Background: an optimization exercise with open tools, aiming at small area, a short achievable clock period and few clock cycles. Do not read the settings as production practice.
The RTL was checked by simulation tests, not by an equivalence proof against the original design.
Power is estimated from default activity; no workload was simulated.

== main ==
==> flow/design.v <==
`timescale 1ns/100ps
module cpu
    #(parameter n = 32)(
    input  logic           clk, reset,
    output logic           memwrite,
    output logic [(n-1):0] adr, writedata,
    input  logic [(n-1):0] readdata
);
    localparam K = 4;                   
    logic        mstate;                
    logic [31:0] adr_q;                 
    logic [9:0]  adr_pc;                
    logic [19:0] adr_hi;
    logic [1:0]  adr_lo;
    logic [31:0] ir;                    
    logic        irv;                   
    logic [9:0]  pcret;                 
    logic [4:0]  rt_q;                  
    logic [31:0] wd_q;                  
    logic        memwrite_q;
    logic [9:0]  pcf, pcplus, nf;
    assign pcf    = adr_q[11:2];
    assign pcplus = pcf + 10'd1;
    logic        fj, fbeq;
    logic [9:0]  fbt, fnb;
    assign fj   = (readdata[31:26] == 6'b000010);
    assign fbeq = (readdata[31:26] == 6'b000100) && (readdata[25:21] == readdata[20:16]);
    assign fbt  = pcplus + readdata[9:0];
    assign fnb  = fj ? readdata[9:0] : pcplus;
    assign nf   = fbeq ? fbt : fnb;
    logic [5:0]  op, funct;
    logic [4:0]  rs, rt, rd;
    logic [31:0] simm;
    assign op    = ir[31:26];
    assign rs    = ir[25:21];
    assign rt    = ir[20:16];
    assign rd    = ir[15:11];
    assign funct = ir[5:0];
    assign simm  = {{16{ir[15]}}, ir[15:0]};
    logic isR, isAddi, isLw, isSw, isBeq;
    assign isR    = irv & (op == 6'b000000);
    assign isAddi = irv & (op == 6'b001000);
    assign isLw   = irv & (op == 6'b100011);
    assign isSw   = irv & (op == 6'b101011);
    assign isBeq  = irv & (op == 6'b000100);
    logic fAdd, fSub, fAnd, fOr, fNor, fSlt, fMult, fDiv, fMflo, fMfhi;
    assign fAdd  = (funct == 6'b100000);
    assign fSub  = (funct == 6'b100010);
    assign fAnd  = (funct == 6'b100100);
    assign fOr   = (funct == 6'b100101);
    assign fNor  = (funct == 6'b100111);
    assign fSlt  = (funct == 6'b101010);
    assign fMult = (funct == 6'b011000);
    assign fDiv  = (funct == 6'b011010);
    assign fMflo = (funct == 6'b010010);
    assign fMfhi = (funct == 6'b010000);
    logic        we;
    logic [4:0]  wa;
    logic [31:0] wd, rd1, rd2;
    regfile rf(clk, we, rs, rt, wa, wd, rd1, rd2);
    logic        md_busy, md_start;
    logic [31:0] hi, lo;
    muldiv #(K) md(clk, reset, md_start, fDiv, rd1, rd2, md_busy, hi, lo);
    function automatic logic [31:0] radd32(input logic [31:0] x, y, input logic ci);
        logic c;
        c = ci;
        for (int i = 0; i < 32; i++) begin
            radd32[i] = x[i] ^ y[i] ^ c;
            c = (x[i] & y[i]) | (c & (x[i] ^ y[i]));
        end
    endfunction
    logic        sub;
    logic [31:0] bop, sum, alures;
    logic        slt;
    assign sub = isR & (fSub | fSlt);
    assign bop = isR ? rd2 : simm;
    assign sum = radd32(rd1, sub ? ~bop : bop, sub);
    assign slt = (rd1[31] ^ rd2[31]) ? rd1[31] : sum[31];
    always_comb begin
        alures = sum;                                
        if (isR & fAnd)  alures = rd1 & rd2;
        if (isR & fOr)   alures = rd1 | rd2;
        if (isR & fNor)  alures = ~(rd1 | rd2);
        if (isR & fSlt)  alures = {31'b0, slt};
        if (isR & fMflo) alures = lo;
        if (isR & fMfhi) alures = hi;
    end
    logic        stall, rwrite, mem, taken;
    assign stall  = isR & (fMflo | fMfhi) & md_busy;
    assign rwrite = (isR & (fAdd | fSub | fAnd | fOr | fNor | fSlt | fMflo | fMfhi) & ~stall) | isAddi;
    assign mem    = isLw | isSw;
    assign taken  = isBeq & (rs != rt) & (rd1 == rd2);
    assign md_start = ~mstate & isR & (fMult | fDiv);
    assign we = mstate ? ~memwrite_q : rwrite;
    assign wa = mstate ? rt_q : (isR ? rd : rt);
    assign wd = mstate ? readdata : alures;
    logic [9:0]  adr_e;
    logic        use_nf;
    always_comb begin
        if (mstate)     adr_e = pcret;
        else if (taken) adr_e = pcf + simm[9:0];
        else if (stall) adr_e = pcf;
        else            adr_e = sum[11:2];
    end
    assign use_nf = ~mstate & ~taken & ~stall & ~mem;
    always_ff @(posedge clk or posedge reset) begin
        if (reset) begin
            mstate     <= 1'b0;
            memwrite_q <= 1'b0;
            adr_pc     <= 10'b0;
            irv        <= 1'b0;
        end else begin
            adr_pc <= use_nf ? nf : adr_e;
            if (mstate) begin
                mstate     <= 1'b0;
                memwrite_q <= 1'b0;
            end else if (taken) begin
                irv        <= 1'b0;
            end else if (~stall) begin
                mstate     <= mem;
                memwrite_q <= isSw;
                irv        <= 1'b1;
            end
        end
    end
    always_ff @(posedge clk)
        {adr_hi, adr_lo} <= {sum[31:12], sum[1:0]};
    assign adr_q = {adr_hi, adr_pc, adr_lo};
    always_ff @(posedge clk) begin
        if (~mstate & ~stall) ir <= readdata;
        pcret <= nf;
        rt_q  <= rt;
        wd_q  <= rd2;
    end
    assign adr       = adr_q;
    assign memwrite  = memwrite_q;
    assign writedata = wd_q;
endmodule
module regfile(
    input  logic        clk,
    input  logic        we3,
    input  logic [4:0]  ra1, ra2, wa3,
    input  logic [31:0] wd3,
    output logic [31:0] rd1, rd2
);
    logic [31:0] rf[31:1];
    always_ff @(posedge clk)
        if (we3 && wa3 != 0) rf[wa3] <= wd3;
    always_comb begin
        rd1 = 32'b0;
        rd2 = 32'b0;
        for (int i = 1; i < 32; i++) begin
            rd1 = rd1 | ({32{ra1 == i[4:0]}} & rf[i]);
            rd2 = rd2 | ({32{ra2 == i[4:0]}} & rf[i]);
        end
    end
endmodule
module muldiv #(parameter K = 4)(
    input  logic        clk, reset,
    input  logic        start, isdiv,
    input  logic [31:0] a, b,
    output logic        busy,
    output logic [31:0] hi, lo
);
    localparam KM = 4, KD = 2;
    function automatic logic [16:0] radd16(input logic [15:0] x, y, input logic ci);
        logic c;
        c = ci;
        for (int i = 0; i < 16; i++) begin
            radd16[i] = x[i] ^ y[i] ^ c;
            c = (x[i] & y[i]) | (c & (x[i] ^ y[i]));
        end
        radd16[16] = c;
    endfunction
    logic [4:0]  cnt;
    logic        div_q;
    logic [31:0] opnd, lreg;
    assign busy = (cnt != 5'd0);
    logic [31:0] hm [0:KM];
    logic [31:0] lm [0:KM];
    assign hm[0] = hi;
    assign lm[0] = lreg;
    for (genvar i = 0; i < KM; i++) begin : mstep
        logic [16:0] s0, s1;
        assign s0 = radd16(hm[i][15:0], lm[i][0] ? opnd[15:0] : 16'b0, 1'b0);
        assign s1 = radd16(hm[i][31:16], lm[i][0] ? opnd[31:16] : 16'b0, s0[16]);
        assign hm[i+1] = {s1, s0[15:1]};
        assign lm[i+1] = {s0[0], lm[i][31:1]};
    end
    logic [31:0] hd [0:KD];
    logic [31:0] ld [0:KD];
    assign hd[0] = hi;
    assign ld[0] = lreg;
    for (genvar i = 0; i < KD; i++) begin : dstep
        logic [31:0] x, d;
        logic [16:0] lo16, up0, up1;
        logic        ge;
        assign x    = {hd[i][30:0], ld[i][31]};
        assign lo16 = radd16(x[15:0], opnd[15:0], 1'b1);
        assign up0  = radd16(x[31:16], opnd[31:16], 1'b0);
        assign up1  = radd16(x[31:16], opnd[31:16], 1'b1);
        assign d    = {lo16[16] ? up1[15:0] : up0[15:0], lo16[15:0]};
        assign ge   = hd[i][31] | (lo16[16] ? up1[16] : up0[16]);
        assign hd[i+1] = ge ? d : x;
        assign ld[i+1] = {ld[i][30:0], ge};
    end
    logic        big16, big24;
    logic [31:0] h0, l0;
    assign big24 = |b[31:24];
    assign big16 = |b[31:16];
    always_comb begin
        if (big24) begin
            h0 = {8'b0, a[31:8]};
            l0 = {a[7:0], 24'b0};
        end else if (big16) begin
            h0 = {16'b0, a[31:16]};
            l0 = {a[15:0], 16'b0};
        end else begin
            h0 = 32'b0;
            l0 = a;
        end
    end
    always_ff @(posedge clk or posedge reset)
        if (reset)      cnt <= 5'd0;
        else if (start) cnt <= !isdiv ? 5'd8 : big24 ? 5'd4 : big16 ? 5'd8 : 5'd16;
        else if (busy)  cnt <= cnt - 5'd1;
    always_ff @(posedge clk) begin
        if (start) begin
            div_q <= isdiv;
            opnd  <= isdiv ? ~b : a;
            hi    <= isdiv ? h0 : 32'b0;
            lreg  <= isdiv ? l0 : b;
        end else if (busy) begin
            hi   <= div_q ? hd[KD] : hm[KM];
            lreg <= div_q ? ld[KD] : lm[KM];
        end
    end
    assign lo = lreg;
endmodule
==> flow/config.mk <==
export PLATFORM = sky130hd
export DESIGN_NAME = cpu
export DESIGN_NICKNAME = cpu
export VERILOG_FILES = /design/flow/design.v
export SDC_FILE = /design/flow/constraint.sdc
export NUM_CORES = 4
export LEC_CHECK = 0
export CAP_MARGIN = 20
export CORE_MARGIN = 2
export CORE_UTILIZATION = 45
export CTS_CLUSTER_DIAMETER = 80
export CTS_CLUSTER_SIZE = 25
export SLEW_MARGIN = 20
==> flow/constraint.sdc <==
create_clock -name core_clock -period 160.0 [get_ports {clk}]
set_input_delay 32.0000 -clock core_clock [delete_from_list [all_inputs] [get_ports {clk}]]
set_output_delay 32.0000 -clock core_clock [all_outputs]
set_load 0.01 [all_outputs]
run.sh (not shown) runs the stock make flow with config.mk's settings and CLKGATE_MAP_FILE= SYNTH_SCRIPT=/design/flow/synth_recipe.tcl, a recipe that flattens the netlist after the stock synthesis.
Testbench counts of main, summed over its fixed seeds: cycles 61,107.
#### Input delta (the feature branch over main)
--- a/flow/design.v
+++ b/flow/design.v
@@ -196,5 +196,5 @@
         logic [16:0] lo16, up0, up1;
         logic        ge;
-        assign x    = {hd[i][30:0], ld[i][31]};
+        assign x    = {hd[i][30:0], ld[i][0]};
         assign lo16 = radd16(x[15:0], opnd[15:0], 1'b1);
         assign up0  = radd16(x[31:16], opnd[31:16], 1'b0);
@@ -203,20 +203,21 @@
         assign ge   = hd[i][31] | (lo16[16] ? up1[16] : up0[16]);
         assign hd[i+1] = ge ? d : x;
-        assign ld[i+1] = {ld[i][30:0], ge};
+        assign ld[i+1] = {ge, ld[i][31:1]};
     end
     logic        big16, big24;
-    logic [31:0] h0, l0;
+    logic [31:0] arev, h0, l0;
     assign big24 = |b[31:24];
     assign big16 = |b[31:16];
     always_comb begin
+        for (int j = 0; j < 32; j++) arev[j] = a[31-j];
         if (big24) begin
             h0 = {8'b0, a[31:8]};
-            l0 = {a[7:0], 24'b0};
+            l0 = {24'b0, arev[31:24]};
         end else if (big16) begin
             h0 = {16'b0, a[31:16]};
-            l0 = {a[15:0], 16'b0};
+            l0 = {16'b0, arev[31:16]};
         end else begin
             h0 = 32'b0;
-            l0 = a;
+            l0 = arev;
         end
     end
@@ -236,4 +237,5 @@
         end
     end
-    assign lo = lreg;
+    always_comb
+        for (int j = 0; j < 32; j++) lo[j] = div_q ? lreg[31-j] : lreg[j];
 endmodule
Findings:
- The feature branch vs main: worst stage delay on the critical path up
- Looking at cell with the largest stage delay on the worst path, the sky130_fd_sc_hd__clkdlybuf4s50_1 result is from main; the sky130_fd_sc_hd__nor4_1 one comes from the feature branch.
- Net total in the final layout up 2.3% in the feature branch wrt main
- In the feature branch, the clock skew after layout came out 5.3 ps above the value in main.
- The feature branch vs. main: total of plain and repair buffers excluding clock buffers went up by about 4.6%.
- Synthesized area per cell: the feature branch lower than main
- The feature branch vs main — combinational fraction of design power rose 0.6 points.
- main ended up with adr_pc[9] as its destination of the critical timing path; the feature branch ended up with adr_pc[0].
Testbench counts of the feature branch, summed over its fixed seeds: cycles 61,107.

-- re-timing with driven ports --
No port has a modelled driver above. Below, the same layouts with a new extraction and two added sets of constraints.
Step 1 assumes that a clkbuf_16 drives the clock port and a buf_2 every other input.
Step 2 times the ports against the registers' clock, not the clock port: input delays grow and output delays shrink by t, the midpoint of the rising clock arrivals with the driver on.
a / b / c = ideal ports / drivers / drivers and shift; a / b = the first two.
run	t, ns	slack for setup (ns)	cell pins on the clock port's net
main	0.798	125.688 / 125.721 / 124.923	1
the feature branch	0.810	125.449 / 125.500 / 124.689	1
After both steps every run listed still meets setup and hold. For main, which loses most, drivers alone change the setup slack by +0.033 ns; drivers and shift together by -0.765 ns.
